Context: an optimization exercise on an open-source flow, tuned for small area. The choices shown serve that exercise and are no tape-out recipe. Function was checked by simulation only, so behaviour that the tests miss may differ from the original. No driver is modelled on the clock port, so clock power and skew are understated where the tree is cut down; a real chip needs a root buffer or a tree. Power figures rest on the tool's default switching activity, not on a simulated workload.

// arpreq_wrapper
module arpreq_wrapper (
    input transinit,
    input [1:0] bresp,
    input bvalid,
    output bready,
    output [12:0] awaddr,
    output awvalid,
    input awready,
    input wready,
    output wvalid,
    output [3:0] wstrb,
    output [31:0] wdata,
    input arready,
    output arvalid,
    output [12:0] araddr,
    input [31:0] rdata,
    input [1:0] rresp,
    output rready,
    input rvalid,
    input CLK,
    input RST
);
For scale: ~240 cells after synthesis, roughly 38 flip-flops, ~110 I/O pins, ~0.0020 mm² of cells after synthesis.
==> flow/config.mk <==
export PLATFORM = sky130hd
export DESIGN_NAME = arpreq_wrapper
export DESIGN_NICKNAME = arpreq_wrapper
export VERILOG_FILES = /design/flow/design.v
export SDC_FILE = /design/flow/constraint.sdc
export NUM_CORES = 4
export LEC_CHECK = 0
export ABC_AREA = 1
export CAP_MARGIN = 20
export CORE_MARGIN = 2
export CORE_UTILIZATION = 40
export SLEW_MARGIN = 20
==> flow/constraint.sdc <==
create_clock -name core_clock -period 10.0 [get_ports {CLK}]
set_input_delay 2.0000 -clock core_clock [delete_from_list [all_inputs] [get_ports {CLK}]]
set_output_delay 2.0000 -clock core_clock [all_outputs]
set_load 0.01 [all_outputs]
standard.sh (not shown) runs the stock make flow with config.mk's settings and CLKGATE_MAP_FILE= SYNTH_SCRIPT=/design/flow/synth_recipe.tcl, a recipe that flattens the netlist after the stock synthesis.
==> flow/flow/run.sh <==
#!/bin/bash
# The standard layout, with three changes:
#  - synthesis maps the logic with flow/area.abc (registers untouched);
#  - port buffers use the smallest buffer cell;
#  - the clock tree is one level of clock buffers (flow/cts_override.tcl).
set -euo pipefail
here=$(pwd)
cp standard.sh standard_sh.txt
# synthesis script: the standard flow's, with the ABC mapping script replaced
{
  echo "source $here/flow/abc_override.tcl"
  cat synth_recipe.tcl
} > my_synth.tcl
sed "s#SYNTH_SCRIPT=[^ ]*#SYNTH_SCRIPT=$here/my_synth.tcl#" standard.sh > my_standard.sh
export AREA_ABC_SCRIPT="$here/flow/area.abc"
export BUFFER_PORTS_ARGS="-buffer_cell sky130_fd_sc_hd__buf_1"
export PRE_CTS_TCL="$here/flow/cts_override.tcl"
export CLK_CLUSTERS=${CLK_CLUSTERS:-4}
export CLK_LEAF_BUF=${CLK_LEAF_BUF:-sky130_fd_sc_hd__clkbuf_8}
export CLK_LEAF_BUF_BIG=${CLK_LEAF_BUF_BIG:-sky130_fd_sc_hd__clkbuf_8}
export CLK_SLEW_UPSIZE=${CLK_SLEW_UPSIZE:-0.125}
bash my_standard.sh > standard.log 2>&1
==> flow/flow/cts_override.tcl <==
# Clock tree: the registers are split into CLK_CLUSTERS groups of nearly equal
# size by position (k-means with a size cap), and each group's clock pins are
# driven by one clock buffer placed at the group's centre; the clock port
# drives only these buffers. A buffer whose estimated clock-pin slew is over
# CLK_SLEW_UPSIZE ns is swapped for CLK_LEAF_BUF_BIG.
rename clock_tree_synthesis triton_clock_tree_synthesis
proc clock_tree_synthesis {args} {
  set block [ord::get_db_block]
  set clk_net [$block findNet CLK]
  set k $::env(CLK_CLUSTERS)
  set pts {}
  foreach iterm [$clk_net getITerms] {
    set inst [$iterm getInst]
    set box [$inst getBBox]
    lappend pts [list [expr {([$box xMin] + [$box xMax]) / 2.0}] \
      [expr {([$box yMin] + [$box yMax]) / 2.0}] \
      "[$inst getName]/[[$iterm getMTerm] getName]"]
  }
  set pts [lsort -real -index 0 $pts]
  set n [llength $pts]
  set cap [expr {($n + $k - 1) / $k}]
  set cs {}
  for {set i 0} {$i < $k} {incr i} {
    set p [lindex $pts [expr {int(($i + 0.5) * $n / $k)}]]
    lappend cs [list [lindex $p 0] [lindex $p 1]]
  }
  for {set it 0} {$it < 30} {incr it} {
    # assign points to centres, nearest pairs first, at most cap per centre
    set pairs {}
    for {set j 0} {$j < $n} {incr j} {
      set p [lindex $pts $j]
      for {set i 0} {$i < $k} {incr i} {
        set c [lindex $cs $i]
        lappend pairs [list [expr {abs([lindex $p 0] - [lindex $c 0]) + abs([lindex $p 1] - [lindex $c 1])}] $j $i]
      }
    }
    set pairs [lsort -real -index 0 $pairs]
    set taken [lrepeat $n 0]
    set sizes [lrepeat $k 0]
    set groups [lrepeat $k {}]
    foreach pr $pairs {
      lassign $pr d j i
      if {[lindex $taken $j] || [lindex $sizes $i] >= $cap} { continue }
      lset taken $j 1
      lset sizes $i [expr {[lindex $sizes $i] + 1}]
      lset groups $i [concat [lindex $groups $i] [list [lindex $pts $j]]]
    }
    set ncs {}
    for {set i 0} {$i < $k} {incr i} {
      set g [lindex $groups $i]
      if {[llength $g] == 0} { lappend ncs [lindex $cs $i]; continue }
      set sx 0; set sy 0
      foreach p $g { set sx [expr {$sx + [lindex $p 0]}]; set sy [expr {$sy + [lindex $p 1]}] }
      lappend ncs [list [expr {$sx / [llength $g]}] [expr {$sy / [llength $g]}]]
    }
    set cs $ncs
  }
  set dbu [$block getDbUnitsPerMicron]
  set bufs {}
  for {set i 0} {$i < $k} {incr i} {
    set g [lindex $groups $i]
    if {[llength $g] == 0} { continue }
    set pins {}
    foreach p $g { lappend pins [get_pins [lindex $p 2]] }
    set c [lindex $cs $i]
    set x [expr {[lindex $c 0] / $dbu}]
    set y [expr {[lindex $c 1] / $dbu}]
    puts "clock buffer $::env(CLK_LEAF_BUF) for [llength $g] sinks at ($x, $y)"
    lappend bufs [insert_buffer -buffer_cell $::env(CLK_LEAF_BUF) -net CLK -load_pins $pins \
      -location [list $x $y] -buffer_name clkbuf_leaf_$i -net_name clknet_leaf_$i]
  }
  global_connect
  # upsize the buffers of slow groups
  set_propagated_clock [all_clocks]
  estimate_parasitics -placement
  foreach b $bufs {
    set name [get_full_name $b]
    set out [get_pins $name/X]
    set net [get_nets -of_objects $out]
    set worst 0
    foreach p [get_pins -of_objects $net -filter "direction==input"] {
      set s [get_property $p slew_max]
      if {$s > $worst} { set worst $s }
    }
    puts "clock buffer $name: estimated worst clock-pin slew $worst"
    if {$worst > $::env(CLK_SLEW_UPSIZE)} {
      puts "  swapped for $::env(CLK_LEAF_BUF_BIG)"
      replace_cell $b $::env(CLK_LEAF_BUF_BIG)
    }
  }
  unset_propagated_clock [all_clocks]
}
Other scripts of this flow, unchanged in this note and not shown: flow/flow/abc_override.tcl, flow/flow/area.abc
Edit:
--- a/flow/flow/run.sh
+++ b/flow/flow/run.sh
@@ -18,3 +18,3 @@
 export CLK_CLUSTERS=${CLK_CLUSTERS:-4}
-export CLK_LEAF_BUF=${CLK_LEAF_BUF:-sky130_fd_sc_hd__clkbuf_8}
+export CLK_LEAF_BUF=${CLK_LEAF_BUF:-sky130_fd_sc_hd__clkbuf_4}
 export CLK_LEAF_BUF_BIG=${CLK_LEAF_BUF_BIG:-sky130_fd_sc_hd__clkbuf_8}
Outcome: The changed run went through all stages and came out clean. Power falls by 2.8%. Die area stays the same. Area after synthesis stays the same. Sequential cell count stays the same. Final area falls by 1.1%. Setup slack is worse by 0.061 ns. Fmax falls by 1.3%. First-iteration DRC count falls by 18%. Routed wire length falls by 0.54%. Hold slack is better by 0.0091 ns. Final cell count is unchanged.
No run of this note takes its clock network from TritonCTS; it comes from the design's own scripts or RTL.

[separate check: timing with driven ports]
No port has a modelled driver above. Below, the same layouts with a new extraction and two added sets of constraints.
Step 1 (the two cells are an assumption about what drives the block):
set clk [get_ports {CLK}]
set_driving_cell -lib_cell sky130_fd_sc_hd__clkbuf_16 $clk
set_driving_cell -lib_cell sky130_fd_sc_hd__buf_2 [delete_from_list [all_inputs] $clk]
Step 2, shift: input delay + t, output delay - t, t = (earliest + latest rising clock arrival at the registers) / 2. This alone moves slack from input paths to output paths.
Slacks: ideal ports / drivers / drivers and shift; pairs: ideal ports / drivers.
| run | t (ns) | slack for setup (ns) | worst setup path after step 2 | worst slew at a driven data input, ns |
|---|---|---|---|---|
| the first run | 0.187 | 5.470 / 5.414 / 5.601 | register to output | 0.04 |
| the second run | 0.209 | 5.409 / 5.363 / 5.573 | register to output | 0.04 |
After both steps every run listed still meets setup and hold.
